This is an optimization exercise on Yosys and OpenROAD, whose aim is small area, a short achievable clock period and few clock cycles per item, not a production implementation. Only simulation tests tie the RTL to the original design; equivalence was not proved.

`flow/flow/run.sh`:
```
#!/bin/bash
set -euo pipefail
bash standard.sh SETUP_SLACK_MARGIN=6.5 TNS_END_PERCENT=100 finish > orfs_make.log 2>&1
```
`flow/standard.sh`:
```
#!/bin/bash
# synth_recipe.tcl (not shown) runs the flow's synth.tcl, then flattens the netlist and writes it again
# the make line also repeats each setting of config.mk as NAME=value (left out here)
make -C /OpenROAD-flow-scripts/flow DESIGN_CONFIG=/design/flow/config.mk WORK_HOME=/design/flow/orfs CLKGATE_MAP_FILE= SYNTH_SCRIPT=/design/flow/synth_recipe.tcl "${@:-finish}"
```
`flow/config.mk`:
```
export PLATFORM = sky130hd
export DESIGN_NAME = FFT_Top
export DESIGN_NICKNAME = FFT_Top
export VERILOG_FILES = /design/flow/design.v
export SDC_FILE = /design/flow/constraint.sdc
export NUM_CORES = 4
export LEC_CHECK = 0
export CAP_MARGIN = 20
export CORE_MARGIN = 2
export CORE_UTILIZATION = 40
export PLACE_DENSITY = 0.6
export SLEW_MARGIN = 20
```
`flow/constraint.sdc`:
```
create_clock -name core_clock -period 10.0 [get_ports {iCLK}]
set_input_delay 2.0000 -clock core_clock [delete_from_list [all_inputs] [get_ports {iCLK}]]
set_output_delay 2.0000 -clock core_clock [all_outputs]
set_load 0.01 [all_outputs]
```
`flow/design.v`:
```
`timescale 1 ns / 100 ps
module D_REG(iRSTn,
             iCLK,
             iEN,
             iCLR,
             iDATA,
             oDATA);
    parameter WL = 8;
    input	iRSTn;
    input	iCLK;
    input	iEN;
    input	iCLR;
    input	[WL-1:0] iDATA;
    output	[WL-1:0] oDATA;
    reg 	[WL-1:0] oDATA;
    always @(posedge iCLK or negedge iRSTn)
    begin
        if (~iRSTn)
        begin
            oDATA <= 0;
        end
        else if (iCLR)
        begin
            oDATA <= 0;
        end
            else if (iEN)
            begin
            oDATA	 <= iDATA;
            end
        else
        begin
            oDATA	 <= oDATA;
        end
    end
endmodule
`timescale 1 ns / 100 ps
module COUNTER_VER3	(iCLK,
                     iRSTn,
                     iEN,
                     iCLR,
                     oCNT);
parameter WL  = 8;
parameter IV  = 0;  
parameter LSB = 2;
parameter ECV = 13;  
input	       		iCLK;
input	       		iRSTn;
input	     		iCLR;
input	       		iEN;
output	[WL-1:0]	oCNT;
reg		[WL-1:0]	oCNT;
always @(negedge iRSTn or posedge iCLK)
begin
    if (~iRSTn)
    begin
        oCNT <= IV ;
    end
    else if (iCLR)
    begin
        oCNT <= IV ;
    end
        else if (iEN)
        begin
        if (oCNT[WL-1:LSB] == ECV)
        begin
            oCNT <= IV;
        end
        else
        begin
            oCNT <= oCNT+1;
        end
        end
    else
    begin
        oCNT <= oCNT;
    end
end
endmodule
`timescale 1 ns / 100 ps
module BF(iDATA1,
          iDATA2,
          oDATA_add,
          oDATA_sub);
    parameter IL = 16;
    parameter OL = IL+1;
    input	[IL-1:0] 	iDATA1;
    input	[IL-1:0] 	iDATA2;
    output	[OL-1:0] 	oDATA_add;
    output	[OL-1:0] 	oDATA_sub;
    assign oDATA_add = {iDATA1[IL-1],iDATA1} + {iDATA2[IL-1],iDATA2};
    assign oDATA_sub = {iDATA1[IL-1],iDATA1} - {iDATA2[IL-1],iDATA2};
endmodule
`timescale 1 ns / 100 ps
module CLIP(iDATA,
            oDATA);
    parameter IL = 10;  
    parameter OL = 8;  
    input  [IL-1:0] iDATA;  
    output [OL-1:0] oDATA;  
    wire   [OL-1:0] oDATA;
    assign oDATA = (iDATA[IL-1]) ?
    ((((&iDATA[IL-2:OL-1]) == 0)|((|iDATA[OL-2:0]) == 0)) ?
    ({iDATA[IL-1],{(OL-2){1'b0}},{1'b1}}) :
    ({iDATA[IL-1],iDATA[OL-2:0]})) :  
    ((|(iDATA[IL-2:OL-1])) ?
    ({iDATA[IL-1],{(OL-1){1'b1}}}) : ({iDATA[IL-1],iDATA[OL-2:0]}));
endmodule
`timescale 1 ns / 100 ps
module ROUND_2B(iDATA,
                oDATA);
    parameter IL = 10;
    parameter OL = 7;
    parameter RL = IL - OL;
    input [IL-1:0] iDATA;
    output [OL-1:0] oDATA;
    wire [1:0] sel = iDATA[RL-1:RL-2];
    assign oDATA = (iDATA[IL-1] == 0) ?
    (&iDATA[IL-2:RL-1]) ?
    (iDATA[IL-1:RL]) :
    (iDATA[IL-1:RL]+iDATA[RL-1]) :
    (sel == 2'b00 || sel == 2'b01) ?
    (iDATA[IL-1:RL]) :
    (sel == 2'b10) ?
    (iDATA[IL-1:RL]+|(iDATA[RL-2:0])) : (iDATA[IL-1:RL]+1'b1);
endmodule
`timescale 1 ns / 100 ps
module CPX_MULT(iCLK,
                iRSTn,
                iEN,
                iCLR,
                iDATA_re_1,
                iDATA_im_1,
                iDATA_re_2,
                iDATA_im_2,
                oDATA_re,
                oDATA_im);
    parameter IL1 = 9;
    parameter IL2 = 10;
    parameter OL  = IL1+IL2;
    input 				iCLK;
    input				iRSTn;
    input				iEN;
    input				iCLR;
    input	[IL1-1:0]	iDATA_re_1;
    input	[IL1-1:0]	iDATA_im_1;
    input	[IL2-1:0]	iDATA_re_2;
    input	[IL2-1:0]	iDATA_im_2;
    output	[OL-1:0]	oDATA_re, oDATA_im;
    wire	[OL-2:0]	comp_re_1, comp_im_1;
    wire	[OL-2:0]	comp_re_2, comp_im_2;
    wire	[OL-1:0]	oDATA_re_tmp;
    wire	[OL-1:0]	oDATA_im_tmp;
    wire	[OL-2:0]	D_ff_re1, D_ff_im1,D_ff_re2, D_ff_im2;
    wire	[OL-2:0] 	iDATA1_re_ext  = {{(IL2-1){iDATA_re_1[IL1-1]}}, iDATA_re_1};
    wire 	[OL-2:0] 	iDATA2_re_ext = {{(IL1-1){iDATA_re_2[IL2-1]}}, iDATA_re_2};
    wire	[OL-2:0] 	iDATA1_im_ext  = {{(IL2-1){iDATA_im_1[IL1-1]}}, iDATA_im_1};
    wire	[OL-2:0] 	iDATA2_im_ext  = {{(IL1-1){iDATA_im_2[IL2-1]}}, iDATA_im_2};
    assign	comp_re_1 = iDATA1_re_ext*iDATA2_re_ext;
    assign	comp_re_2 = iDATA1_im_ext*iDATA2_im_ext;
    assign	comp_im_1 = iDATA1_re_ext*iDATA2_im_ext;
    assign	comp_im_2 = iDATA2_re_ext*iDATA1_im_ext;
    assign	oDATA_re_tmp = {{comp_re_1[OL-2],comp_re_1}}-{{comp_re_2[OL-2],comp_re_2}};
    assign	oDATA_im_tmp = {{comp_im_1[OL-2],comp_im_1}}+{{comp_im_2[OL-2],comp_im_2}};
    D_REG#(
    .WL(OL)
    )D_FF_oDATA_RE(
    .iCLK(iCLK),
    .iRSTn(iRSTn),
    .iEN(iEN),
    .iCLR(iCLR),
    .iDATA(oDATA_re_tmp),
    .oDATA(oDATA_re)
    );
    D_REG#(
    .WL(OL)
    )D_FF_oDATA_IM(
    .iCLK(iCLK),
    .iRSTn(iRSTn),
    .iEN(iEN),
    .iCLR(iCLR),
    .iDATA(oDATA_im_tmp),
    .oDATA(oDATA_im)
    );
endmodule
`timescale 1 ns / 100 ps
module TW_ROM(twiddle_addr,
              oDATA_RE,
              oDATA_IM);
    parameter WL = 10;
    parameter WN = 3;
    parameter paraP0000 = 10'b0000000000;  
    parameter paraP3827 = 10'b0011000100;  
    parameter paraN3827 = 10'b1100111100;  
    parameter paraP7071 = 10'b0101101010;  
    parameter paraN7071 = 10'b1010010110;  
    parameter paraP9239 = 10'b0111011001;  
    parameter paraN9239 = 10'b1000100110;  
    parameter paraP1000 = 10'b0111111111;  
    parameter paraN1000 = 10'b1000000001;  
    input		[WN-1:0]		twiddle_addr;
    output		[WL-1:0] 		oDATA_RE;
    output  	[WL-1:0] 		oDATA_IM;
    reg			[WL-1:0]		oDATA_RE;
    reg			[WL-1:0]		oDATA_IM;
    always @(*)
    begin
        case(twiddle_addr)	 
            'd00:
            begin
                oDATA_RE = paraP1000;
                oDATA_IM = paraP0000;
            end
            'd01:
            begin
                oDATA_RE = paraP9239;
                oDATA_IM = paraN3827;
            end
            'd02:
            begin
                oDATA_RE = paraP7071;
                oDATA_IM = paraN7071;
            end
            'd03:
            begin
                oDATA_RE = paraP3827;
                oDATA_IM = paraN9239;
            end
            'd04:
            begin
                oDATA_RE = paraP0000;
                oDATA_IM = paraN1000;
            end
            'd05:
            begin
                oDATA_RE = paraN3827;
                oDATA_IM = paraN9239;
            end
            'd06:
            begin
                oDATA_RE = paraN7071;
                oDATA_IM = paraN7071;
            end
            'd07:
            begin
                oDATA_RE = paraN9239;
                oDATA_IM = paraN3827;
            end
            default:
            begin
                oDATA_RE = 10'b0100000000;
                oDATA_IM = 10'b0000000000;
            end
        endcase
    end
endmodule
`timescale 1 ns / 100 ps
module SINGLE_BF(iRSTn,
                 iCLK,
                 iCLR,
                 iEN,
                 STATE,
                 iDATA,
                 oEN,
                 oDATA);
    parameter	STATE0	 = 3'b000;
    parameter	STATE1	 = 3'b001;
    parameter	STATE2	 = 3'b010;
    parameter	STATE3	 = 3'b011;
    parameter	STATE4	 = 3'b100;
    parameter	CNT	 = 	16;
    parameter	IL 	 = 	16;
    parameter	OL 	 = 	16;
    parameter	TW	  = 	10;
    input 					iRSTn;
    input 					iCLK;
    input 					iCLR;
    input					iEN;
    input	[2:0]			STATE;
    input	[2*IL-1:0]		iDATA;
    output 					oEN;
    output	[2*OL-1:0]		oDATA;
    wire	[IL-1:0]		iDATA_RE = iDATA[2*IL-1:IL];
    wire	[IL-1:0]		iDATA_IM = iDATA[IL-1:0];
    wire	[IL-1:0]		iDATA_RE_D;
    wire	[IL-1:0]		iDATA_IM_D;
    wire	[IL	 :0]		oDATA_RE_HIGH;
    wire	[IL	 :0]		oDATA_RE_LOW;
    wire	[IL	 :0]		oDATA_IM_HIGH;
    wire	[IL	 :0]		oDATA_IM_LOW;
    wire	[OL-1:0]		oDATA_RE_HIGH_C;
    wire	[OL-1:0]		oDATA_IM_HIGH_C;
    wire	[2*OL-1:0]		oDATA_HIGH;
    wire					Cnt_EN;
    wire	[3:0]			oCNT;
    wire	[2:0]			TW_ADDR;
    wire	[TW-1:0]		Tw_RE;
    wire	[TW-1:0]		Tw_IM;
    wire	[IL+TW:0]		oDATA_RE_LOW_TW;
    wire	[IL+TW:0]		oDATA_IM_LOW_TW;
    wire	[OL+1:0]		oDATA_RE_LOW_R;
    wire	[OL+1:0]		oDATA_IM_LOW_R;
    wire	[OL-1:0]		oDATA_RE_LOW_C;
    wire	[OL-1:0]		oDATA_IM_LOW_C;
    wire	[2*OL-1:0]		oDATA_LOW;
    wire	[2*OL-1:0]		oDATA_TMP;
    wire                    iEN_1D;
    wire                    iEN_2D;
    D_REG#(
    .WL(IL)
    )D_REG_BF1_RE(
    .iRSTn(iRSTn),
    .iCLK(iCLK),
    .iEN(iEN||oEN),
    .iCLR(iCLR),
    .iDATA(iDATA_RE),
    .oDATA(iDATA_RE_D)
    );
    D_REG#(
    .WL(IL)
    )D_REG_BF2_IM(
    .iRSTn(iRSTn),
    .iCLK(iCLK),
    .iEN(iEN||oEN),
    .iCLR(iCLR),
    .iDATA(iDATA_IM),
    .oDATA(iDATA_IM_D)
    );
    BF#(
    .IL(IL),
    .OL(IL+1)
    )BF_RE(
    .iDATA1(iDATA_RE_D),		 
    .iDATA2(iDATA_RE),
    .oDATA_add(oDATA_RE_HIGH),		 
    .oDATA_sub(oDATA_RE_LOW)
    );
    BF#(
    .IL(IL),
    .OL(IL+1)
    )BF_IM(
    .iDATA1	(iDATA_IM_D),
    .iDATA2	(iDATA_IM),
    .oDATA_add(oDATA_IM_HIGH),
    .oDATA_sub(oDATA_IM_LOW)
    );
    CLIP#(
    .IL(IL+1),
    .OL(OL)
    )CLIP_HIGH_RE(
    .iDATA(oDATA_RE_HIGH),
    .oDATA(oDATA_RE_HIGH_C)
    );
    CLIP#(
    .IL(IL+1),
    .OL(OL)
    )CLIP_HIGH_IM(
    .iDATA(oDATA_IM_HIGH),
    .oDATA(oDATA_IM_HIGH_C)
    );
    assign	oDATA_HIGH = {oDATA_RE_HIGH_C,oDATA_IM_HIGH_C};
    D_REG#(
    .WL(1'b1)
    )U_D_REG_EN_DELAY(
    .iRSTn(iRSTn),
    .iCLK(iCLK),
    .iEN(1'b1),
    .iCLR(iCLR),
    .iDATA(iEN),
    .oDATA(Cnt_EN)
    );
    COUNTER_VER3#(
    .WL(4),
    .IV(0),
    .LSB(0),
    .ECV(CNT-1)
    )U_COUNTER_V3_WC(
    .iCLK(iCLK),
    .iRSTn(iRSTn),
    .iEN(Cnt_EN),
    .iCLR(iCLR),
    .oCNT(oCNT)
    );
    assign TW_ADDR = (STATE == STATE1) ? {oCNT[3:1]} :
    (STATE == STATE2) ? {oCNT[2:1],1'b0} :
    (STATE == STATE3) ? {oCNT[3],2'b00} :
    (STATE == STATE4) ? {3'b000} : 0;
    TW_ROM U_TW_ROM(		 
    .twiddle_addr(TW_ADDR),
    .oDATA_RE(Tw_RE),
    .oDATA_IM(Tw_IM)
    );
    CPX_MULT#(
    .IL1(IL+1),
    .IL2(10)
    )CPX_MULT_LOW(
    .iCLK(iCLK),
    .iRSTn(iRSTn),
    .iEN(iEN||oEN),
    .iCLR(iCLR),
    .iDATA_re_1(oDATA_RE_LOW),
    .iDATA_im_1(oDATA_IM_LOW),
    .iDATA_re_2(Tw_RE),
    .iDATA_im_2(Tw_IM),
    .oDATA_re(oDATA_RE_LOW_TW),
    .oDATA_im(oDATA_IM_LOW_TW)
    );
    ROUND_2B#(
    .IL(IL+11),
    .OL(IL+2)
    )ROUND_2B_LOW_RE(
    .iDATA(oDATA_RE_LOW_TW),
    .oDATA(oDATA_RE_LOW_R)
    );
    ROUND_2B#(
    .IL(IL+11),
    .OL(IL+2)
    )ROUND_2B_LOW_IM(
    .iDATA(oDATA_IM_LOW_TW),
    .oDATA(oDATA_IM_LOW_R)
    );
    CLIP#(
    .IL(IL+2),
    .OL(OL)
    )CLIP_LOW_RE(
    .iDATA(oDATA_RE_LOW_R),
    .oDATA(oDATA_RE_LOW_C)
    );
    CLIP#(
    .IL(IL+2),
    .OL(OL)
    )CLIP_LOW_IM(
    .iDATA(oDATA_IM_LOW_R),
    .oDATA(oDATA_IM_LOW_C)
    );
    assign oDATA_LOW = {oDATA_RE_LOW_C,oDATA_IM_LOW_C};
    assign	oDATA_TMP = (oCNT[0] == 1) ?
    (oDATA_HIGH) :
    (oCNT[0] == 0) ?
    (oDATA_LOW) : (16'b0);
    D_REG#(
    .WL(1)
    )D_REG_iEN_1D(
    .iRSTn(iRSTn),
    .iCLK(iCLK),
    .iEN(1'b1),
    .iCLR(iCLR),
    .iDATA(iEN),
    .oDATA(iEN_1D)
    );
    D_REG#(
    .WL(1)
    )D_REG_iEN_2D(
    .iRSTn(iRSTn),
    .iCLK(iCLK),
    .iEN(1'b1),
    .iCLR(iCLR),
    .iDATA(iEN_1D),
    .oDATA(iEN_2D)
    );
    D_REG#(
    .WL(1)
    )D_REG_iEN_3D(
    .iRSTn(iRSTn),
    .iCLK(iCLK),
    .iEN(1'b1),
    .iCLR(iCLR),
    .iDATA(iEN_2D),
    .oDATA(oEN)
    );
    D_REG#(
    .WL(2*IL)
    )D_REG_BF_OUT(
    .iRSTn(iRSTn),
    .iCLK(iCLK),
    .iEN(iEN||oEN),
    .iCLR(iCLR),
    .iDATA(oDATA_TMP),
    .oDATA(oDATA)
    );
endmodule
`timescale 1 ns / 100 ps
module MEM_R_CTRL(iRSTn,
                  iCLK,
                  iStart_INT,
                  iCLR,
                  oEN_RC,
                  oEN,
                  RADDR,
                  STATE);
    parameter	STATE0	 = 3'b000;
    parameter	STATE1	 = 3'b001;
    parameter	STATE2	 = 3'b010;
    parameter	STATE3	 = 3'b011;
    parameter	STATE4	 = 3'b100;
    parameter	STATE5	 = 3'b101;
    parameter	CNT		   = 20;
    input 				iRSTn;
    input 				iCLK;
    input 				iStart_INT;
    input 				iCLR;
    output 				oEN_RC;
    output 				oEN;
    output	[6:0]		RADDR;
    output	[2:0]		STATE;
    reg		[2:0]		current_state;
    wire	[2:0]		next_state;
    wire				Cnt_EN;
    wire	[4:0]		oCNT;
    wire				oEN_FINAL;
    always @(posedge iCLK or negedge iRSTn)
    begin
        if (~iRSTn)
        begin
            current_state <= STATE0;
        end
        else if (iCLR)
        begin
            current_state <= STATE0;
        end
        else
        begin
            current_state <= next_state;
        end
    end
    assign next_state = (current_state == STATE0) ? ((iStart_INT == 1) ? STATE1 : STATE0) :
    (current_state == STATE1) ? ((oCNT == CNT-1) ?	STATE2 : STATE1) :
    (current_state == STATE2) ? ((oCNT == CNT-1) ? STATE3 : STATE2) :
    (current_state == STATE3) ? ((oCNT == CNT-1) ? STATE4 : STATE3) :
    (current_state == STATE4) ? ((oCNT == CNT-1) ? STATE5 : STATE4) :
    (current_state == STATE5) ? ((oCNT == CNT-1) ? STATE0 : STATE5) : STATE0;
    assign Cnt_EN = (current_state == STATE0) ? 1'b0 : 1'b1 ;
    COUNTER_VER3#(
    .WL(5),
    .IV(0),
    .LSB(0),
    .ECV(CNT-1)
    )U_COUNTER_V3_WC(
    .iCLK(iCLK),
    .iRSTn(iRSTn),
    .iEN(Cnt_EN),
    .iCLR(iCLR),
    .oCNT(oCNT)
    );
    assign	oEN_RC = (current_state == STATE1) ? ((oCNT < 5'd16) ? {1'b1} : 0) :
    (current_state == STATE2) ? ((oCNT < 5'd16) ? {1'b1} : 0) :
    (current_state == STATE3) ? ((oCNT < 5'd16) ? {1'b1} : 0) :
    (current_state == STATE4) ? ((oCNT < 5'd16) ? {1'b1} : 0) :
    (current_state == STATE5) ? ((oCNT < 5'd16) ? {1'b1} : 0) : 0;
    assign	RADDR = (current_state == STATE1) ? {3'b000,{oCNT[0]},{oCNT[3]},{oCNT[2]},{oCNT[1]}} :
    (current_state == STATE2) ? {3'b001,{oCNT[3]},{oCNT[0]},{oCNT[2]},{oCNT[1]}} :
    (current_state == STATE3) ? {3'b010,{oCNT[2]},{oCNT[1]},{oCNT[0]},{oCNT[3]}} :
    (current_state == STATE4) ? {3'b011,{oCNT[3:0]}} :
    (current_state == STATE5) ? {3'b100,{oCNT[3:0]}} :	0;
    assign	oEN_FINAL = 	(current_state == STATE5)	? ((oCNT < 5'd16) ? 1'b1 : 0) : 0;
    assign	STATE = current_state;
    D_REG#(
    .WL(1)
    )D_REG_oEN(
    .iRSTn(iRSTn),
    .iCLK(iCLK),
    .iCLR(iCLR),
    .iEN(1'b1),
    .iDATA(oEN_FINAL),
    .oDATA(oEN)
    );
endmodule
`timescale 1 ns / 100 ps
module MEM_W_CTRL(iRSTn,
                  iCLK,
                  iStart_W,
                  iCLR,
                  oEN_WC,
                  WADDR);
    parameter	STATE0		 = 3'b000;
    parameter	STATE1		 = 3'b001;
    parameter	STATE2		 = 3'b010;
    parameter	STATE3		 = 3'b011;
    parameter	STATE4		 = 3'b100;
    parameter	CNT			   = 20;
    input 				iRSTn;
    input 				iCLK;
    input 				iStart_W;
    input 				iCLR;
    output 				oEN_WC;
    output	[6:0]		WADDR;
    reg		[2:0]		current_state;
    wire				Cnt_EN;
    wire	[2:0]		next_state;
    wire	[4:0]		oCNT;
    always @(posedge iCLK or negedge iRSTn)
    begin
        if (~iRSTn)
        begin
            current_state <= STATE0;
        end
        else if (iCLR)
        begin
            current_state <= STATE0;
        end
        else
        begin
            current_state <= next_state;
        end
    end
    assign next_state = (current_state == STATE0) ? ((iStart_W == 1) ? STATE1 : STATE0) :
    (current_state == STATE1) ? ((oCNT == CNT-1) ? STATE2 : STATE1) :
    (current_state == STATE2) ? ((oCNT == CNT-1) ? STATE3 : STATE2) :
    (current_state == STATE3) ? ((oCNT == CNT-1) ? STATE4 : STATE3) :
    (current_state == STATE4) ? ((oCNT == CNT-1) ? STATE0 : STATE4) : STATE0;
    assign Cnt_EN = (current_state == STATE0) ? 1'b0 : 1'b1;
    COUNTER_VER3#(
    .WL(5),
    .IV(0),
    .LSB(0),
    .ECV(CNT-1)
    )U_COUNTER_V3_WC(
    .iCLK(iCLK),
    .iRSTn(iRSTn),
    .iEN(Cnt_EN),
    .iCLR(iCLR),
    .oCNT(oCNT)
    );
    assign	oEN_WC = (current_state == STATE1) ? ((oCNT < 5'd16) ? {1'b1} : 0) :
    (current_state == STATE2) ? ((oCNT < 5'd16) ? {1'b1} : 0) :
    (current_state == STATE3) ? ((oCNT < 5'd16) ? {1'b1} : 0) :
    (current_state == STATE4) ? ((oCNT < 5'd16) ? {1'b1} : 0) : 0;
    assign	WADDR = (current_state == STATE1) ? {3'b001,{oCNT[0]},{oCNT[3]},{oCNT[2]},{oCNT[1]}} :
    (current_state == STATE2) ? {3'b010,{oCNT[3]},{oCNT[0]},{oCNT[2]},{oCNT[1]}} :
    (current_state == STATE3) ? {3'b011,{oCNT[2]},{oCNT[1]},{oCNT[0]},{oCNT[3]}} :
    (current_state == STATE4) ? {3'b100,{oCNT[3:0]}} : 0;
endmodule
`timescale 1 ns / 100 ps
module MEMORY(clka,
              ena,
              wea,
              addra,
              dina,
              clkb,
              enb,
              addrb,
              doutb);
    input           clka;
    input           ena;
    input           wea;
    input   [6:0]   addra;
    input   [31:0]  dina;
    input           clkb;
    input           enb;
    input   [6:0]   addrb;
    output  [31:0]  doutb;
    reg     [31:0]  doutb;
    reg     [31:0]  mem [0:79];
    always @(posedge clka)
    begin
        if (ena && wea)
            mem[addra] <= dina;
    end
    always @(posedge clkb)
    begin
        if (enb)
            doutb <= mem[addrb];
    end
endmodule
`timescale 1 ns / 100 ps
module FFT_Top(iRSTn,
               iCLK,
               iStart_INT,
               iCLR,
               iWR_EN,
               iWR_ADDR,
               iWR_DATA,
               oREADY,
               oEN,
               oDATA_re,
               oDATA_im);
    input               iRSTn;
    input               iCLK;
    input               iStart_INT;
    input               iCLR;
    input               iWR_EN;
    input   [3:0]       iWR_ADDR;
    input   [31:0]      iWR_DATA;
    output              oREADY;
    output              oEN;
    output  [15:0]      oDATA_re;
    output  [15:0]      oDATA_im;
    reg                 fresh;       
    reg     [3:0]       nf;          
    reg     [3:0]       fi;          
    reg     [15:0]      asg;         
    reg     [63:0]      wmap;        
    reg     [63:0]      rmap;        
    wire    [3:0]       ws;
    reg                 ir_we, ir_st;
    reg     [3:0]       ir_a;
    reg     [31:0]      ir_d;
    always @(posedge iCLK or negedge iRSTn)
    begin
        if (~iRSTn) begin
            ir_we <= 1'b0;
            ir_st <= 1'b0;
        end
        else begin
            ir_we <= iWR_EN;
            ir_st <= iStart_INT & ~iCLR;
        end
    end
    reg                 ir_rew;
    reg     [3:0]       ir_wm;
    wire                byp   = ir_we && (ir_a == iWR_ADDR);
    always @(posedge iCLK)
    begin
        ir_a   <= iWR_ADDR;
        ir_d   <= iWR_DATA;
        ir_rew <= ~iCLR & ~ir_st & (asg[iWR_ADDR] | byp);
        ir_wm  <= byp ? ws : wmap[iWR_ADDR*4 +: 4];
    end
    wire    [3:0]       wm_a  = ir_wm;
    wire                rew   = ir_rew;
    wire    [3:0]       rm_f  = fresh ? fi : rmap[fi*4 +: 4];
    assign              ws    = rew ? wm_a : nf;    
    wire    [3:0]       wm0_n = (ir_we && ir_a == 4'd0) ? ws : wmap[3:0];
    reg     [63:0]      wmap_n;
    integer             q;
    always @(*)
    begin
        wmap_n = wmap;
        if (ir_we) wmap_n[ir_a*4 +: 4] = ws;
    end
    always @(posedge iCLK or negedge iRSTn)
    begin
        if (~iRSTn) begin
            fresh <= 1'b1;
            nf    <= 4'd0;
            fi    <= 4'd1;
            asg   <= 16'd0;
        end
        else if (iCLR) begin
            fresh <= 1'b1;
            nf    <= 4'd0;
            fi    <= 4'd1;
            asg   <= 16'd0;
        end
        else if (ir_st) begin
            fresh <= 1'b0;
            nf    <= wm0_n;
            fi    <= 4'd1;
            asg   <= 16'd0;
        end
        else if (ir_we) begin
            asg[ir_a] <= 1'b1;
            if (~rew) begin
                nf <= rm_f;
                fi <= fi + 4'd1;
            end
        end
    end
    always @(posedge iCLK)
    begin
        wmap <= wmap_n;
        if (ir_st) rmap <= wmap_n;
    end
    reg     [511:0]     mem;
    genvar              g;
    generate
        for (g = 0; g < 16; g = g + 1) begin : G_MEM
            always @(posedge iCLK)
                if (ir_we && ws == g) mem[g*32 +: 32] <= ir_d;
        end
    endgenerate
    reg                 rd_act;
    reg     [3:0]       rd_t;
    always @(posedge iCLK or negedge iRSTn)
    begin
        if (~iRSTn) begin
            rd_act <= 1'b0;
            rd_t   <= 4'd0;
        end
        else if (iCLR) begin
            rd_act <= 1'b0;
            rd_t   <= 4'd0;
        end
        else if (ir_st) begin
            rd_act <= 1'b1;
            rd_t   <= 4'd0;
        end
        else if (rd_act) begin
            rd_t   <= rd_t + 4'd1;
            if (rd_t == 4'd15) rd_act <= 1'b0;
        end
    end
    reg                 rdy;
    always @(posedge iCLK or negedge iRSTn)
    begin
        if (~iRSTn) rdy <= 1'b1;
        else        rdy <= ~(ir_st & rd_act & (rd_t != 4'd15));
    end
    assign oREADY = rdy;
    wire    [3:0]       rd_t1 = rd_t + 4'd1;
    wire    [3:0]       rs_n  = ir_st ? wm0_n : rmap[rd_t1*4 +: 4];
    reg     [15:0]      rsh;         
    always @(posedge iCLK)
        rsh <= 16'd1 << rs_n;
    reg     [31:0]      rdat;
    integer             m;
    always @(*)
    begin
        rdat = 32'd0;
        for (m = 0; m < 16; m = m + 1)
            rdat = rdat | (mem[m*32 +: 32] & {32{rsh[m]}});
    end
    reg     [31:0]      fd;
    reg                 fv;
    reg     [3:0]       fidx;
    always @(posedge iCLK)
    begin
        fd   <= rdat;
        fidx <= rd_t;
    end
    always @(posedge iCLK or negedge iRSTn)
    begin
        if (~iRSTn)     fv <= 1'b0;
        else if (iCLR)  fv <= 1'b0;
        else            fv <= rd_act;
    end
    wire    [31:0]      y1, y2, y3, y4;
    wire                v1, v2, v3, v4;
    wire    [3:0]       i1, i2, i3, i4;
    SDF_S1 U_S1(.clk(iCLK), .rstn(iRSTn), .clr(iCLR), .x(fd), .xv(fv), .xi(fidx), .y(y1), .yv(v1), .yi(i1));
    SDF_S2 U_S2(.clk(iCLK), .rstn(iRSTn), .clr(iCLR), .x(y1), .xv(v1), .xi(i1), .y(y2), .yv(v2), .yi(i2));
    SDF_S3 U_S3(.clk(iCLK), .rstn(iRSTn), .clr(iCLR), .x(y2), .xv(v2), .xi(i2), .y(y3), .yv(v3), .yi(i3));
    SDF_S4 U_S4(.clk(iCLK), .rstn(iRSTn), .clr(iCLR), .x(y3), .xv(v3), .xi(i3), .y(y4), .yv(v4), .yi(i4));
    assign oEN      = v4;
    assign oDATA_re = y4[31:16];
    assign oDATA_im = y4[15:0];
endmodule
module TAGD(clk, rstn, clr, iv, ii, ov, oi);
    parameter N = 1;
    input               clk, rstn, clr;
    input               iv;
    input   [3:0]       ii;
    output  [N-1:0]     ov;          
    output  [4*N-1:0]   oi;
    reg     [N-1:0]     v;
    reg     [4*N-1:0]   t;
    always @(posedge clk or negedge rstn)
    begin
        if (~rstn)      v <= {N{1'b0}};
        else if (clr)   v <= {N{1'b0}};
        else if (N > 1) v <= {v[N-2:0], iv};
        else            v <= iv;
    end
    always @(posedge clk)
    begin
        if (N > 1) t <= {t[4*N-5:0], ii};
        else       t <= ii;
    end
    assign ov = v;
    assign oi = t;
endmodule
module SAT17(s, y);
    input   [16:0]  s;
    output  [15:0]  y;
    assign y = (s[16] != s[15]) ? (s[16] ? 16'h8001 : 16'h7fff) :
               (s[15:0] == 16'h8000) ? 16'h8001 : s[15:0];
endmodule
module SAT18(s, y);
    input   [17:0]  s;
    output  [15:0]  y;
    wire            ov = s[17] ? ~(&s[16:15]) : (|s[16:15]);
    assign y = ov ? (s[17] ? 16'h8001 : 16'h7fff) :
               (s[15:0] == 16'h8000) ? 16'h8001 : s[15:0];
endmodule
module ADDKS(a, b, ci, s, co);
    parameter N = 17;
    input   [N-1:0] a, b;
    input           ci;
    output  [N-1:0] s;
    output          co;
    reg     [N:0]   G, P, Gn, Pn;
    integer         l, i;
    always @(*)
    begin
        G = {a & b, ci};
        P = {a ^ b, 1'b0};
        for (l = 1; l < N + 1; l = l * 2) begin
            Gn = G;
            Pn = P;
            for (i = l; i < N + 1; i = i + 1) begin
                Gn[i] = G[i] | (P[i] & G[i - l]);
                Pn[i] = P[i] & P[i - l];
            end
            G = Gn;
            P = Pn;
        end
    end
    assign s  = (a ^ b) ^ G[N-1:0];
    assign co = G[N];
endmodule
module ADDBK(a, b, ci, s, co);
    parameter N = 17;
    input   [N-1:0] a, b;
    input           ci;
    output  [N-1:0] s;
    output          co;
    function integer toppow;
        input integer n;
        integer t;
        begin
            t = 1;
            while (t * 2 < n) t = t * 2;
            toppow = t;
        end
    endfunction
    localparam TOP = toppow(N + 1);
    reg     [N:0]   G, P;
    integer         l, i;
    always @(*)
    begin
        G = {a & b, ci};
        P = {a ^ b, 1'b0};
        for (l = 1; l <= TOP; l = l * 2)
            for (i = 2 * l - 1; i < N + 1; i = i + 2 * l) begin
                G[i] = G[i] | (P[i] & G[i - l]);
                P[i] = P[i] & P[i - l];
            end
        for (l = TOP / 2; l >= 1; l = l / 2)
            for (i = 3 * l - 1; i < N + 1; i = i + 2 * l) begin
                G[i] = G[i] | (P[i] & G[i - l]);
                P[i] = P[i] & P[i - l];
            end
    end
    assign s  = (a ^ b) ^ G[N-1:0];
    assign co = G[N];
endmodule
module R511(d, r);
    input   [16:0]  d;
    output  [17:0]  r;
    wire            c = d[8] & (d[16] | (|d[7:0]));
    wire            co;
    ADDKS #(.N(18)) U_A(.a({d[16], d}), .b({{10{~d[16]}}, ~d[16:9]}), .ci(~c), .s(r), .co(co));
endmodule
module BFTOP(a, b, y);
    input   [31:0]  a, b;
    output  [31:0]  y;
    wire    [16:0]  sr, si;
    wire            cr, ci;
    ADDKS #(.N(17)) U_AR(.a({a[31], a[31:16]}), .b({b[31], b[31:16]}), .ci(1'b0), .s(sr), .co(cr));
    ADDKS #(.N(17)) U_AI(.a({a[15], a[15:0]}),  .b({b[15], b[15:0]}),  .ci(1'b0), .s(si), .co(ci));
    SAT17 U_R(.s(sr), .y(y[31:16]));
    SAT17 U_I(.s(si), .y(y[15:0]));
endmodule
module BFSUB(a, b, rot, dr, di);
    input   [31:0]  a, b;
    input           rot;
    output  [16:0]  dr, di;
    wire    [15:0]  ar = a[31:16], ai = a[15:0], br = b[31:16], bi = b[15:0];
    wire    [15:0]  p1 = rot ? ai : ar;
    wire    [15:0]  q1 = rot ? bi : br;
    wire    [15:0]  p2 = rot ? br : ai;
    wire    [15:0]  q2 = rot ? ar : bi;
    wire            cr, ci;
    ADDKS #(.N(17)) U_AR(.a({p1[15], p1}), .b(~{q1[15], q1}), .ci(1'b1), .s(dr), .co(cr));
    ADDKS #(.N(17)) U_AI(.a({p2[15], p2}), .b(~{q2[15], q2}), .ci(1'b1), .s(di), .co(ci));
endmodule
module CSA27(a, b, c, s, y);
    input   [26:0]  a, b, c;
    output  [26:0]  s, y;
    wire    [26:0]  m = (a & b) | (a & c) | (b & c);
    assign s = a ^ b ^ c;
    assign y = {m[25:0], 1'b0};
endmodule
module SDF_S1(clk, rstn, clr, x, xv, xi, y, yv, yi);
    input               clk, rstn, clr;
    input   [31:0]      x;
    input               xv;
    input   [3:0]       xi;
    output  [31:0]      y;
    output              yv;
    output  [3:0]       yi;
    localparam D = 8;
    wire    [8:0]       tv;
    wire    [35:0]      ti;
    TAGD #(.N(9)) U_TAG(.clk(clk), .rstn(rstn), .clr(clr), .iv(xv), .ii(xi), .ov(tv), .oi(ti));
    wire                osel = ti[4*7+3];
    assign yv = tv[8];
    assign yi = ti[35:32];
    reg     [255:0]     sr;          
    wire    [31:0]      a = sr[255:224];
    wire                bf = xv & xi[3];
    wire    [31:0]      top;
    BFTOP U_TOP(.a(a), .b(x), .y(top));
    wire    [16:0]      dr, di;
    BFSUB U_SUB(.a(a), .b(x), .rot(xi[2]), .dr(dr), .di(di));
    reg     [16:0]      d1r, d1i;
    reg     [1:0]       k1;
    reg                 s1;
    reg     [3:0]       bp;
    always @(posedge clk)
    begin
        d1r <= dr;
        d1i <= di;
        k1  <= xi[1:0];
        s1  <= xi[0] & (xi[2] | xi[1]);      
        bp  <= {bp[2:0], bf};
    end
    wire    [17:0]      e1r = {d1r[16], d1r};
    wire    [17:0]      e1i = {d1i[16], d1i};
    wire    [17:0]      sx, sy;
    wire                cx, cy;
    ADDKS #(.N(18)) U_PX(.a(e1r), .b(e1i),  .ci(1'b0), .s(sx), .co(cx));
    ADDKS #(.N(18)) U_PY(.a(e1i), .b(~e1r), .ci(1'b1), .s(sy), .co(cy));
    wire    [17:0]      xx = (k1 == 2'd2) ? sx : e1r;
    wire    [17:0]      yy = (k1 == 2'd2) ? sy : e1i;
    reg     [18:0]      w2r, w2i;
    reg     [17:0]      v2r, v2i;
    reg                 eA2, eB2, gBr, gDr, gFr, gGr, gAi, gBi, gCi, gDi, gEi, gFi, gGi, s2;
    wire                k1_0 = (k1 == 2'd0), k1_1 = (k1 == 2'd1), k1_2 = (k1 == 2'd2), k1_3 = (k1 == 2'd3);
    always @(posedge clk)
    begin
        w2r <= k1_3 ? {yy[17], yy} : k1_2 ? {xx, 1'b0} : {xx[17], xx};
        v2r <= k1[1] ? xx : yy;
        w2i <= k1_3 ? {xx[17], xx} : k1_2 ? {yy, 1'b0} : {yy[17], yy};
        v2i <= k1[1] ? yy : xx;
        eA2 <= ~k1_2;
        eB2 <= ~k1_0;
        s2  <= s1;
        gBr <= k1[0];
        gDr <= ~k1[0];
        gFr <= k1[0];
        gGr <= ~k1[0];
        gAi <= k1_3;
        gBi <= k1[0] ^ k1_3;
        gCi <= ~k1_3;
        gDi <= ~k1[0] ^ k1_3;
        gEi <= k1_1;
        gFi <= k1[0] ^ k1_1;
        gGi <= ~k1[0] ^ k1_1;
    end
    reg     [1:0]       k2;
    always @(posedge clk)
        k2 <= k1;
    wire    [26:0]      ar_, br_, ai_, bi_;
    S1ROWS #(.PI(0)) U_RR(.w(w2r), .v(v2r), .k(k2), .s(s2), .eA(eA2), .eB(eB2),
                .gA(1'b0), .gB(gBr), .gC(1'b1), .gD(gDr), .gE(1'b0), .gF(gFr), .gG(gGr),
                .ps(ar_), .pc(br_));
    S1ROWS #(.PI(1)) U_RI(.w(w2i), .v(v2i), .k(k2), .s(s2), .eA(eA2), .eB(eB2),
                .gA(gAi), .gB(gBi), .gC(gCi), .gD(gDi), .gE(gEi), .gF(gFi), .gG(gGi),
                .ps(ai_), .pc(bi_));
    reg     [26:0]      c3rs, c3rc, c3is, c3ic;
    always @(posedge clk)
    begin
        c3rs <= ar_;
        c3rc <= br_;
        c3is <= ai_;
        c3ic <= bi_;
    end
    wire    [26:0]      qr, qi;
    wire                cqr, cqi;
    ADDKS #(.N(27)) U_QR(.a(c3rs), .b(c3rc), .ci(1'b0), .s(qr), .co(cqr));
    ADDKS #(.N(27)) U_QI(.a(c3is), .b(c3ic), .ci(1'b0), .s(qi), .co(cqi));
    reg     [17:0]      q4r, q4i;
    reg                 f4r, f4i;
    always @(posedge clk)
    begin
        q4r <= qr[26:9];
        q4i <= qi[26:9];
        f4r <= (&qr[8:0]) & ~qr[26];
        f4i <= (&qi[8:0]) & ~qi[26];
    end
    wire    [17:0]      rr, ri;
    wire                crr, cri;
    ADDKS #(.N(18)) U_FR(.a(q4r), .b(18'd0), .ci(f4r), .s(rr), .co(crr));
    ADDKS #(.N(18)) U_FI(.a(q4i), .b(18'd0), .ci(f4i), .s(ri), .co(cri));
    wire    [31:0]      bot;
    SAT18 U_CR(.s(rr), .y(bot[31:16]));
    SAT18 U_CI(.s(ri), .y(bot[15:0]));
    always @(posedge clk)
    begin
        sr[31:0]    <= x;
        sr[127:32]  <= sr[95:0];
        sr[159:128] <= bp[3] ? bot : sr[127:96];
        sr[255:160] <= sr[223:128];
    end
    reg     [31:0]      yr;
    always @(posedge clk)
        yr <= osel ? a : top;
    assign y = yr;
endmodule
module S1ROWS(w, v, k, s, eA, eB, gA, gB, gC, gD, gE, gF, gG, ps, pc);
    parameter PI = 0;
    input   [18:0]  w;
    input   [17:0]  v;
    input   [1:0]   k;
    input           s;               
    input           eA, eB;          
    input           gA, gB, gC, gD, gE, gF, gG;      
    output  [26:0]  ps, pc;
    wire    [18:0]  tA = w ^ {19{gA}}, tB = w ^ {19{gB}}, tC = w ^ {19{gC}}, tD = w ^ {19{gD}};
    wire    [17:0]  tE = v ^ {18{gE}}, tF = v ^ {18{gF}}, tG = v ^ {18{gG}};
    wire    [18:0]  uA = eA ? {~tA[18], tA[17:0]} : 19'd0;
    wire    [18:0]  uB = eB ? {~tB[18], tB[17:0]} : 19'd0;
    wire    [18:0]  uC = eB ? {~tC[18], tC[17:0]} : 19'd0;
    wire    [18:0]  uD = {~tD[18], tD[17:0]};
    wire    [17:0]  uE = eB ? {~tE[17], tE[16:0]} : 18'd0;
    wire    [17:0]  uF = eB ? {~tF[17], tF[16:0]} : 18'd0;
    wire    [17:0]  uG = eB ? {~tG[17], tG[16:0]} : 18'd0;
    wire    [26:0]  rA = {uA[17:0], 9'd0};
    wire    [26:0]  rB = {3'd0, uB, 5'd0};
    wire    [26:0]  rC = {5'd0, uC, 3'd0};
    wire    [26:0]  rD = s ? {7'd0, uD, 1'b0} : {8'd0, uD};
    wire    [26:0]  rE = {1'd0, uE, 8'd0};
    wire    [26:0]  rF = {3'd0, uF, 6'd0};
    wire    [26:0]  rG = {7'd0, uG, 2'd0};
    reg     [26:0]  rK;
    reg             fA, fB, fC, fD, fE, fF, fG, xA, xB, xE;
    always @(*)
    begin
        xA = (k != 2'd2);
        xB = (k != 2'd0);
        fA = PI ? (k == 2'd3) : 1'b0;
        fB = k[0] ^ (PI ? (k == 2'd3) : 1'b0);
        fC = PI ? (k != 2'd3) : 1'b1;
        fD = ~k[0] ^ (PI ? (k == 2'd3) : 1'b0);
        fE = PI ? (k == 2'd1) : 1'b0;
        fF = k[0] ^ (PI ? (k == 2'd1) : 1'b0);
        fG = ~k[0] ^ (PI ? (k == 2'd1) : 1'b0);
        rK = 27'd255;
        if (xA) rK = rK + (fA ? 27'd512 : 27'd0);                          
        if (xB) rK = rK + (fB ? 27'd32  : 27'd0) - 27'd8388608;            
        if (xB) rK = rK + (fC ? 27'd8   : 27'd0) - 27'd2097152;            
        if (s)  rK = rK + (fD ? 27'd2   : 27'd0) - 27'd524288;             
        else    rK = rK + (fD ? 27'd1   : 27'd0) - 27'd262144;             
        if (xB) rK = rK + (fE ? 27'd256 : 27'd0) - 27'd33554432;           
        if (xB) rK = rK + (fF ? 27'd64  : 27'd0) - 27'd8388608;            
        if (xB) rK = rK + (fG ? 27'd4   : 27'd0) - 27'd524288;             
    end
    wire    [26:0]  s1, c1, s2, c2, s3, c3, s4, c4, s5, c5, s6, c6;
    CSA27 U1(.a(rA), .b(rB), .c(rC), .s(s1), .y(c1));
    CSA27 U2(.a(rD), .b(rE), .c(rF), .s(s2), .y(c2));
    CSA27 U3(.a(s1), .b(c1), .c(s2), .s(s3), .y(c3));
    CSA27 U4(.a(c2), .b(rG), .c(rK), .s(s4), .y(c4));
    CSA27 U5(.a(s3), .b(c3), .c(s4), .s(s5), .y(c5));
    CSA27 U6(.a(s5), .b(c5), .c(c4), .s(s6), .y(c6));
    assign ps = s6;
    assign pc = c6;
endmodule
module SDF_S2(clk, rstn, clr, x, xv, xi, y, yv, yi);
    input               clk, rstn, clr;
    input   [31:0]      x;
    input               xv;
    input   [3:0]       xi;
    output  [31:0]      y;
    output              yv;
    output  [3:0]       yi;
    wire    [4:0]       tv;
    wire    [19:0]      ti;
    TAGD #(.N(5)) U_TAG(.clk(clk), .rstn(rstn), .clr(clr), .iv(xv), .ii(xi), .ov(tv), .oi(ti));
    wire                osel = ti[4*3+2];
    assign yv = tv[4];
    assign yi = ti[19:16];
    reg     [127:0]     sr;
    wire    [31:0]      a = sr[127:96];
    wire                bf = xv & xi[2];
    wire    [31:0]      top;
    BFTOP U_TOP(.a(a), .b(x), .y(top));
    wire    [16:0]      dr, di;
    BFSUB U_SUB(.a(a), .b(x), .rot(xi[1]), .dr(dr), .di(di));
    reg     [16:0]      d1r, d1i;
    reg                 w1;
    reg     [2:0]       bp;
    always @(posedge clk)
    begin
        d1r <= dr;
        d1i <= di;
        w1  <= xi[0];
        bp  <= {bp[1:0], bf};
    end
    wire    [17:0]      e1r = {d1r[16], d1r};
    wire    [17:0]      e1i = {d1i[16], d1i};
    wire    [17:0]      sx, sy;
    wire                cx, cy;
    ADDKS #(.N(18)) U_PX(.a(e1r), .b(e1i),  .ci(1'b0), .s(sx), .co(cx));
    ADDKS #(.N(18)) U_PY(.a(e1i), .b(~e1r), .ci(1'b1), .s(sy), .co(cy));
    reg     [17:0]      x2, y2;
    reg                 w2;
    always @(posedge clk)
    begin
        x2 <= w1 ? sx : e1r;
        y2 <= w1 ? sy : e1i;
        w2 <= w1;
    end
    wire    [26:0]      pr_s, pr_c, pi_s, pi_c;
    S2ROWS U_RR(.z(x2), .w(w2), .ps(pr_s), .pc(pr_c));
    S2ROWS U_RI(.z(y2), .w(w2), .ps(pi_s), .pc(pi_c));
    wire    [8:0]       lr, li;
    wire                lcr, lci;
    ADDKS #(.N(9)) U_LR(.a(pr_s[8:0]), .b(pr_c[8:0]), .ci(1'b0), .s(lr), .co(lcr));
    ADDKS #(.N(9)) U_LI(.a(pi_s[8:0]), .b(pi_c[8:0]), .ci(1'b0), .s(li), .co(lci));
    reg     [17:0]      c3rs, c3rc, c3is, c3ic;
    reg                 c3rk, c3ik;
    always @(posedge clk)
    begin
        c3rs <= pr_s[26:9];
        c3rc <= pr_c[26:9];
        c3is <= pi_s[26:9];
        c3ic <= pi_c[26:9];
        c3rk <= lcr;
        c3ik <= lci;
    end
    wire    [17:0]      qr, qi;
    wire                cqr, cqi;
    ADDKS #(.N(18)) U_QR(.a(c3rs), .b(c3rc), .ci(c3rk), .s(qr), .co(cqr));
    ADDKS #(.N(18)) U_QI(.a(c3is), .b(c3ic), .ci(c3ik), .s(qi), .co(cqi));
    wire    [31:0]      bot;
    SAT18 U_CR(.s(qr), .y(bot[31:16]));
    SAT18 U_CI(.s(qi), .y(bot[15:0]));
    always @(posedge clk)
    begin
        sr[31:0]   <= x;
        sr[95:32]  <= sr[63:0];
        sr[127:96] <= bp[2] ? bot : sr[95:64];
    end
    reg     [31:0]      yr;
    always @(posedge clk)
        yr <= osel ? a : top;
    assign y = yr;
endmodule
module S2ROWS(z, w, ps, pc);
    input   [17:0]  z;
    input           w;
    output  [26:0]  ps, pc;
    wire    [17:0]  up = {~z[17], z[16:0]};      
    wire    [17:0]  un = {z[17], ~z[16:0]};      
    wire    [26:0]  r1 = {up, 9'd0};
    wire    [26:0]  r2 = w ? {2'd0, un, 7'd0} : {9'd0, un};
    wire    [26:0]  r3 = w ? {4'd0, un, 5'd0} : 27'd0;
    wire    [26:0]  r4 = w ? {6'd0, up, 3'd0} : 27'd0;
    wire    [26:0]  r5 = w ? {8'd0, up, 1'b0} : 27'd0;
    wire    [26:0]  kw = 27'd255 - 27'd67108864 + 27'd128 - 27'd16777216
                   + 27'd32 - 27'd4194304 - 27'd1048576 - 27'd262144;
    wire    [26:0]  kn = 27'd255 - 27'd67108864 + 27'd1 - 27'd131072;
    wire    [26:0]  rk = (w ? kw : kn) + {26'd0, ~z[17]};
    wire    [26:0]  s1, c1, s2, c2, s3, c3, s4, c4;
    CSA27 U1(.a(r1), .b(r2), .c(r3), .s(s1), .y(c1));
    CSA27 U2(.a(r4), .b(r5), .c(rk), .s(s2), .y(c2));
    CSA27 U3(.a(s1), .b(c1), .c(s2), .s(s3), .y(c3));
    CSA27 U4(.a(s3), .b(c3), .c(c2), .s(s4), .y(c4));
    assign ps = s4;
    assign pc = c4;
endmodule
module SDF_S3(clk, rstn, clr, x, xv, xi, y, yv, yi);
    input               clk, rstn, clr;
    input   [31:0]      x;
    input               xv;
    input   [3:0]       xi;
    output  [31:0]      y;
    output              yv;
    output  [3:0]       yi;
    wire    [2:0]       tv;
    wire    [11:0]      ti;
    TAGD #(.N(3)) U_TAG(.clk(clk), .rstn(rstn), .clr(clr), .iv(xv), .ii(xi), .ov(tv), .oi(ti));
    wire                osel = ti[4*1+1];
    assign yv = tv[2];
    assign yi = ti[11:8];
    reg     [63:0]      sr;
    wire    [31:0]      a = sr[63:32];
    wire    [31:0]      top;
    BFTOP U_TOP(.a(a), .b(x), .y(top));
    wire    [16:0]      dr, di;
    BFSUB U_SUB(.a(a), .b(x), .rot(xi[0]), .dr(dr), .di(di));
    reg     [16:0]      d1r, d1i;
    always @(posedge clk)
    begin
        d1r <= dr;
        d1i <= di;
    end
    wire    [17:0]      mr, mi;
    R511 U_MR(.d(d1r), .r(mr));
    R511 U_MI(.d(d1i), .r(mi));
    reg     [17:0]      m2r, m2i;
    always @(posedge clk)
    begin
        m2r <= mr;
        m2i <= mi;
    end
    wire    [31:0]      bot;
    SAT18 U_CR(.s(m2r), .y(bot[31:16]));
    SAT18 U_CI(.s(m2i), .y(bot[15:0]));
    always @(posedge clk)
        sr <= {sr[31:0], x};
    reg     [31:0]      yr;
    always @(posedge clk)
        yr <= osel ? bot : top;
    assign y = yr;
endmodule
module SDF_S4(clk, rstn, clr, x, xv, xi, y, yv, yi);
    input               clk, rstn, clr;
    input   [31:0]      x;
    input               xv;
    input   [3:0]       xi;
    output  [31:0]      y;
    output              yv;
    output  [3:0]       yi;
    wire    [1:0]       tv;
    wire    [7:0]       ti;
    TAGD #(.N(2)) U_TAG(.clk(clk), .rstn(rstn), .clr(clr), .iv(xv), .ii(xi), .ov(tv), .oi(ti));
    wire                osel = ti[4*0+0];
    assign yv = tv[1];
    assign yi = ti[7:4];
    reg     [31:0]      sr;
    wire    [31:0]      a = sr;
    wire    [31:0]      top;
    BFTOP U_TOP(.a(a), .b(x), .y(top));
    wire    [16:0]      dr, di;
    BFSUB U_SUB(.a(a), .b(x), .rot(1'b0), .dr(dr), .di(di));
    reg     [16:0]      d1r, d1i;
    always @(posedge clk)
    begin
        d1r <= dr;
        d1i <= di;
    end
    wire    [17:0]      mr, mi;
    R511 U_MR(.d(d1r), .r(mr));
    R511 U_MI(.d(d1i), .r(mi));
    wire    [31:0]      bot;
    SAT18 U_CR(.s(mr), .y(bot[31:16]));
    SAT18 U_CI(.s(mi), .y(bot[15:0]));
    always @(posedge clk)
        sr <= x;
    reg     [31:0]      yr;
    always @(posedge clk)
        yr <= osel ? bot : top;
    assign y = yr;
endmodule
```
==> key figures, run 1 <==
Clock tree
  • Clock transition at path regs: roughly 0.060 ns
  • CTS buffer count: ~200
  • Worst-case clock buffer depth: 3
  • Root Buffer: clkbuf_16
  • CTS H-tree lvls: 4
  • Clock Latency Late Sink: 0.85 ns
  • CTS Sinks: 1964
  • TritonCTS clock tree: yes
  • CTS Hold Bufs: 0

Detailed routing
  • Antenna-violating nets left: 0
  • DR DRC count: 0
  • Vias/cell: 5.331
  • Overall routed net length: 246300 um
  • Vias: ~65k
  • Pre-antenna DRT Iters: 9
  • Detailed Route Iter0 Violations: around 4.7k
  • WL per Instance: 20.29 um

Global routing
  • GRT Total Usage: approximately a fifth
  • Largest net degree at the start of global routing: 93
  • First-pass GRT wire length: 377800 um
  • Vias in the first global route: ~65k
  • Initial antenna violation count: 5
  • Grt total ovfl: 0

STA
  • Max Fclk: approximately 280 MHz
  • Final setup violation count: 0
  • Endpoints failing hold: 0
  • Final Skew: 0.09748 ns
  • Worst-margin pin slew: 1.204 ns
  • Slew margin rel.: ~19%
  • Final worst setup slack: ~6.5 ns
  • RSZ-0062 raised after global routing: true
  • Min Clock Period, post-route: 3.547 ns
  • Final clock period utilization by the worst path: 35.47%
  • Final Max Tran Viols: 0
  • Fin Setup TNS: 0 ns

Worst setup path
  • CP top delay family: simple AND/OR/NAND/NOR gates
  • Bufs and invs on worst path: 2
  • Element type at the critical path start: flip-flop
  • Setup Crit Path Kind: reg -> reg
  • CP max FO: 5
  • Crit. End Element: flip-flop
  • CP required: 10.72 ns
  • Critical path, cell by cell: ha_4 -> inv_2 -> fa_2 -> nor2b_2 -> o31a_1 -> o31a_1 -> o22ai_2 -> xnor2_1 -> or4_1 -> or4_1 -> o41a_1 -> buf_4 -> nor2_4 -> nor3_1
  • WP data arrival: 4.27 ns
  • Slowest CP cell: or4_1
  • Crit-path max cell delay: ~0.50 ns
  • Flop2flop setup slack: between 6 and 7 ns

Logic synthesis
  • Post-synth cell types: 91
  • Dominant synthesized flop cell: dfxtp_1
  • Ys async rst share: between 2 and 3%
  • Seq cells post-synth: slightly below 2k
  • Mapped cell area: 95030 um^2
  • Most common cell in the netlist: dfxtp_1
  • Sequential share of the synthesized area: roughly 48%
  • Mapped Avg Cell Area: around 11 um^2
  • Ys Warns: 15
  • Post-synth EDFFs: 576
  • Synth Instances: just under 9k
  • Post-synth top cells: dfxtp_1, inv_1, ha_1, edfxtp_1, nor2_1
  • Yosys top cell area share: 28.12%
  • Ranking of synthesized cells by area: dfxtp_1, edfxtp_1, ha_1
  • Cell taking the most area after synthesis: dfxtp_1

Place
  • DP HPWL: 170200 um
  • Gpl congestion: 0.8977
  • Pre-CTS setup slack: roughly 5.4 ns
  • Dpl cells: 11.67k
  • Port-buffer cells: between 70 and 80

Final layout
  • P&R area growth vs syn: 14.06%
  • Final Util: 46.00%
  • Fin nets: 9810
  • Non-Filler Instances: around 12k
  • Layout cells sized above 1: 10.32%

Die
  • Die area: 241500 um^2
  • Initial core utilization: 40.33%
  • Io pins: 75
  • Core area: roughly 240000 um^2
  • Die H: 491.4 um
  • Chip width: 491.4 um
  • Row Count: 178

Flow run
  • Max-cap violations: 0

Worst hold path
  • Worst min path class: reg -> reg

Status
  • Status: no timing/DRC/antenna violations
## area by class of cell
| cell class | count | area (um^2) |
|---|---|---|
| Fill cell | 21600 | 127200 |
| Multi-Input combinational cell | 5756 | 47290 |
| Sequential cell | 1964 | 45450 |
| Clock buffer | 277 | 5808 |
| Tap cell | 3150 | 3941 |
| Inverter | 661 | 2487 |
| Timing Repair Buffer | 220 | 2171 |
| Clock inverter | 99 | 1207 |
| Antenna cell | 12 | 30.03 |
## logic make-up after synthesis
group / share of synthesized area, %
and+or+nand+nor: 10.20
DFF: 47.72
AOI/OAI and AO/OA: 12.79
adders and majority gates: 15.32
buffers and inverters: 3.776
xor gates and xnor gates: 5.862
muxes: 4.321
other: 0.007903
## path summary, 6_finish.rpt
path	from	endpoint	cells after the start
min reg2reg	U_S1.sr[189]	U_S1.sr[221]	0
max in group asynchronous	iRSTn	asg[0]	2
max	U_S3.sr[48]	U_S3.yr[24]	14
min	U_S1.sr[189]	U_S1.sr[221]	0
max reg2reg	U_S3.sr[48]	U_S3.yr[24]	14
min in group asynchronous	iRSTn	asg[8]	2
## layout by cell type, fill, tap and decap left out, drive strengths merged, types with 38 or more instances in the layout
cell type / n
buf: 142
edfxtp: 576
mux2i: 156
nand2b: 98
nor2: 575
fa: 321
mux2: 110
mux4: 58
or3: 44
a31oi: 65
o21ai: 351
clkinv: 56
a21oi: 464
a22o: 135
and3: 51
a221oi: 152
inv: 675
nand2: 485
o21a: 83
nor2b: 129
dfxtp: 1335
o211ai: 54
xnor2: 312
nand3: 120
nor3: 130
a211oi: 58
o21bai: 68
nand4: 68
ha: 644
a21o: 84
dfrtp: 50
clkbuf: 282
and2: 176
clkdlybuf4s50: 38
xor2: 324
## through the flow
stage | instance area, um^2 | hold slack [ns]
5_1_grt | 108400 | 0.3019
4_1_cts | 107100 | 0.2932
2_1_floorplan | 95140 | 0.3096
6_report | 108400 | 0.2997
3_5_place_dp | 99310 | 0.3121
3_3_place_gp | 99290 | 0.3096
## sequential cells by signal, indices dropped and copies added (netlist names), 33 cells and up
| name | count |
|---|---|
| U_S1.U_TAG.t | 33 |
| U_S3.sr | 64 |
| mem | 512 |
| U_S2.sr | 128 |
| U_S1.sr | 256 |
| rmap | 64 |
| wmap | 64 |
## timing repair
action	CTS	global route
buffers inserted	26	45
gates cloned	3	8
pin swaps	18	53
resized for setup	158	177
hold endpoints to repair	0	0
setup endpoints to repair	277	233
## metal layers
layer | GRT usage, % | up-vias | share of wire (%)
li1 | - | 30840 | -
met1 | 26.18 | 31650 | 44
met2 | 33.43 | 1748 | 48
met3 | 2.690 | 468 | 5.0
met4 | 6.607 | 4 | 3.4
met5 | 0 | - | 0.097
Testbench counts, summed over its fixed seeds: cycles 3,360, items 192.
==> run 2: changes to the inputs <==
--- a/flow/config.mk
+++ b/flow/config.mk
@@ -8,5 +8,7 @@
 export CAP_MARGIN = 20
 export CORE_MARGIN = 2
 export CORE_UTILIZATION = 40
+export CTS_CLUSTER_DIAMETER = 160
+export CTS_CLUSTER_SIZE = 24
 export PLACE_DENSITY = 0.6
 export SLEW_MARGIN = 20
==> run 2 against run 1 <==
Routed wire length fell by 1.4%. Synthesized area unchanged. Largest cell class unchanged. Clock skew shrank 0.026 ns. Critical endpoint is now U_S3.yr[20]. Via count fell by 1.9%.
==> key figures, run 2 <==
Logic synthesis
  • Synth Instances: 8663 (unchanged)
  • Dominant synthesized flop cell: dfxtp_1
  • Mapped cell area: 95030 um^2 (unchanged)
  • Sequential share of the synthesized area: 47.72% (unchanged)
  • Most common cell in the netlist: dfxtp_1
  • Post-synth top cells: dfxtp_1, inv_1, ha_1, edfxtp_1, nor2_1
  • Cell taking the most area after synthesis: dfxtp_1
  • Ranking of synthesized cells by area: dfxtp_1, edfxtp_1, ha_1
  • Ys async rst share: 2.699% (unchanged)
  • Mapped Avg Cell Area: 10.97 um^2 (unchanged)
  • Yosys top cell area share: 28.12% (unchanged)
  • Ys Warns: 15 (unchanged)
  • Post-synth EDFFs: 576 (unchanged)
  • Seq cells post-synth: 1964 (unchanged)
  • Post-synth cell types: 91 (unchanged)

Place
  • Pre-CTS setup slack: 5.361 ns (unchanged)
  • Area after DPL: 99310 um^2 (unchanged)
  • DP HPWL: 170200 um (unchanged)
  • Gpl congestion: 0.8977 (unchanged)
  • Port-buffer cells: 74 (unchanged)

STA
  • Max Fclk: 283.1 MHz (+0.40%)
  • Final Skew: 0.07166 ns (-0.02582 ns)
  • Final Max Tran Viols: 0 (unchanged)
  • Slew margin rel.: 23.24% (+3.8 points)
  • Final setup violation count: 0 (unchanged)
  • RSZ-0062 raised after global routing: true
  • Endpoints failing hold: 0 (unchanged)
  • Min Clock Period, post-route: 3.533 ns (-0.01430 ns)
  • Final clock period utilization by the worst path: 35.33% (-0.14 points)
  • Worst-margin pin slew: 1.150 ns (-0.05376 ns)
  • Fin Setup TNS: 0 ns (unchanged)
  • Final worst setup slack: 6.467 ns (+0.01430 ns)

Global routing
  • First-pass GRT wire length: 372600 um (-1.4%)
  • Grt total ovfl: 0 (unchanged)
  • M2 GR Usage: 33.17% (-0.26 points)
  • M1 GR Usage: 26.11% (-0.068 points)
  • Met3 Usage GRT: 2.112% (-0.58 points)
  • Largest net degree at the start of global routing: 93 (unchanged)
  • Vias in the first global route: 63.89k (-2.0%)
  • GRT Total Usage: 19.53% (-0.30 points)
  • Gr busiest metal: met2
  • Initial antenna violation count: 6 (+1)

Die
  • Io pins: 75 (unchanged)
  • Die area: 241500 um^2 (unchanged)
  • Initial core utilization: 40.33% (unchanged)
  • Core area: 235600 um^2 (unchanged)
  • Chip width: 491.4 um (unchanged)
  • Row Count: 178 (unchanged)
  • Die H: 491.4 um (unchanged)

Clock tree
  • Clock transition at path regs: 0.10 ns (+0.04 ns)
  • CTS H-tree lvls: 3 (-1)
  • TritonCTS clock tree: yes
  • CTS Hold Bufs: 0 (unchanged)
  • Root Buffer: clkbuf_16
  • Worst-case clock buffer depth: 3 (unchanged)
  • Clock Latency Late Sink: 0.78 ns (-0.07 ns)
  • CTS buffer count: 92 (-54%)
  • CTS Sinks: 1964 (unchanged)

Flow run
  • Max-cap violations: 0 (unchanged)

Final layout
  • Number of flip-flops under the largest register name: 512 (unchanged)
  • Leading cell types in the layout, fill and taps excluded: dfxtp_1, inv_1, ha_1
  • Most common cell after layout, fill and taps aside: dfxtp_1
  • Layout cells sized above 1: 7.975% (-2.3 points)
  • P&R area growth vs syn: 9.457%
  • Number of fillers in the final layout: 21.94k (+1.5%)
  • Design area: 104000 um^2 (-4.0%)
  • Largest register by flop count: mem
  • Fin nets: 9698 (-1.1%)
  • Largest regs: mem: 512 flops, U_S1.sr: 256 flops, U_S2.sr: 128 flops

Worst setup path
  • Crit path from: U_S2.yr[17]
  • CP max FO: 5 (unchanged)
  • Setup Crit Path Kind: reg -> reg
  • Flop2flop setup slack: 6.47 ns (about the same)
  • Critical path endpoint: U_S3.yr[20]
  • Bufs and invs on worst path: 2 (unchanged)
  • Slowest CP cell: or4_1
  • Crit. End Element: flip-flop
  • RR Startpoint: U_S2.yr[17]
  • Element type at the critical path start: flip-flop
  • Reg2Reg Capture Point: U_S3.yr[20]
  • CP top delay family: simple AND/OR/NAND/NOR gates
  • Worst r2r path cells: 13 (-1)
  • Crit-path max cell delay: 0.50 ns (about the same)
  • Critical path, cell by cell: inv_1 -> fa_2 -> nor2b_2 -> o31a_1 -> o31a_1 -> o22ai_2 -> xnor2_1 -> or4_1 -> or4_1 -> o41a_1 -> buf_6 -> nor2_4 -> nor3_1
  • Critical Path Stages: 13 (-1)
  • CP required: 10.64 ns (-0.08 ns)
  • WP data arrival: 4.17 ns (-0.10 ns)

Detailed routing
  • DR DRC count: 0 (unchanged)
  • Detailed Route Iter0 Violations: 4620 (-0.88%)
  • Antenna-violating nets left: 0 (unchanged)
  • Overall routed net length: 242900 um (-1.4%)
  • WL per Instance: 20.42 um (+0.67%)
  • Vias: 63.49k (-1.9%)
  • Vias/cell: 5.339 (+0.15%)
  • Pre-antenna DRT Iters: 5 (-4)

Status
  • Status: no timing/DRC/antenna violations

Worst hold path
  • Worst min path class: reg -> reg
run 2: kinds of logic after synthesis:
kind of cell    Yosys count  share of synthesized area, %
other cells               2                      0.007903
mux                     324                         4.321
simple gates           1996                         10.20
compound gates         1814                         12.79
fa+ha+maj               972                         15.32
buf+inv                 955                         3.776
xor+xnor                636                         5.862
flops                  1964                         47.72
run 2: worst min-delay path by stage:
stage,start,end,slack [ns],depth (start not counted)
floorplan,U_S1.U_TAG.t[6],U_S1.U_TAG.t[10],0.31,0
global placement,U_S3.sr[25],U_S3.sr[57],0.31,0
detailed placement,U_S1.U_TAG.t[18],U_S1.U_TAG.t[22],0.31,0
CTS,U_S2.sr[63],U_S2.sr[95],0.29,0
global route,U_S2.sr[63],U_S2.sr[95],0.30,0
finish,U_S2.sr[63],U_S2.sr[95],0.30,0
run 2: per-stage QoR:
step           hold WS (ns)  util (%)  std cells
6_report             0.2963     44.14      11890
5_1_grt              0.2991     44.14      11890
4_1_cts              0.2870     43.64      11850
3_5_place_dp         0.3121     42.15      11670
3_3_place_gp         0.3096     42.14      11670
2_1_floorplan        0.3096         -       8673
run 2: final cells by class:
type                       count  area [um^2]  area share [%]
tap                         3150         3941           3.789
timing repair buffer         217         2117           2.035
clock buffer                 134         2481           2.385
clock inverter                 8        209.0          0.2009
antenna                        3        7.507        0.007217
sequential                  1964        45470           43.71
multi-input combinational   5756        47310           45.48
inverter                     661         2487           2.391
run 2: worst register-to-register path, delay by kind of cell, from the launching register on:
kind                       cells  cell delay [ns]
and+or+nand+nor                5             1.33
AOI/OAI and AO/OA              4             0.87
DFF                            1             0.42
adders and majority gates      1             0.41
buffers and inverters          2             0.23
xor gates and xnor gates       1             0.15
run 2: metal layers:
layer	share of wire, %	up-vias	wire length, um
met1	44	31210	108000
met3	4.3	363	10460
met2	48	1480	116200
li1	-	30440	-
met5	0.0045	-	11
met4	3.4	2	8300
run 2: timing repair:
action	in CTS	in global routing
pin swaps	17	52
gates cloned	3	7
buffers inserted	34	35
gates resized for setup	156	176
endpoints found under the setup margin	274	232

-- afterwards: timing with drivers on the ports --
The results above use ideal ports. As a check the final layouts listed here were re-extracted and re-timed, cells and wires unchanged.
Step 1 sets driving cells, clkbuf_16 on the clock port and buf_2 on the other inputs (assumed; they add their load-dependent delay and slew).
Step 2 adds t to the input delays and takes it off the output delays; t is the mean of the earliest and latest rising clock arrival at the registers after step 1. Input paths then give back, and output paths get back, about the clock's delay inside the block.
a / b / c = ideal / step 1 / step 2; a / b = the first two.
run | t, ns | slack for setup (ns) | clock arrival spread, ns | slew at the worst register clock pin (ns) | worst slew at a driven data input, ns
run 1 | 0.895 | 6.453 / 6.422 / 5.761 | 0.119 / 0.119 | 0.07 / 0.07 | 0.15
run 2 | 0.844 | 6.467 / 6.467 / 5.839 | 0.106 / 0.106 | 0.11 / 0.11 | 0.16
After both steps setup and hold are still met in every run listed. For run 1, which loses most, drivers alone change the setup slack by -0.031 ns; drivers and shift together by -0.692 ns.
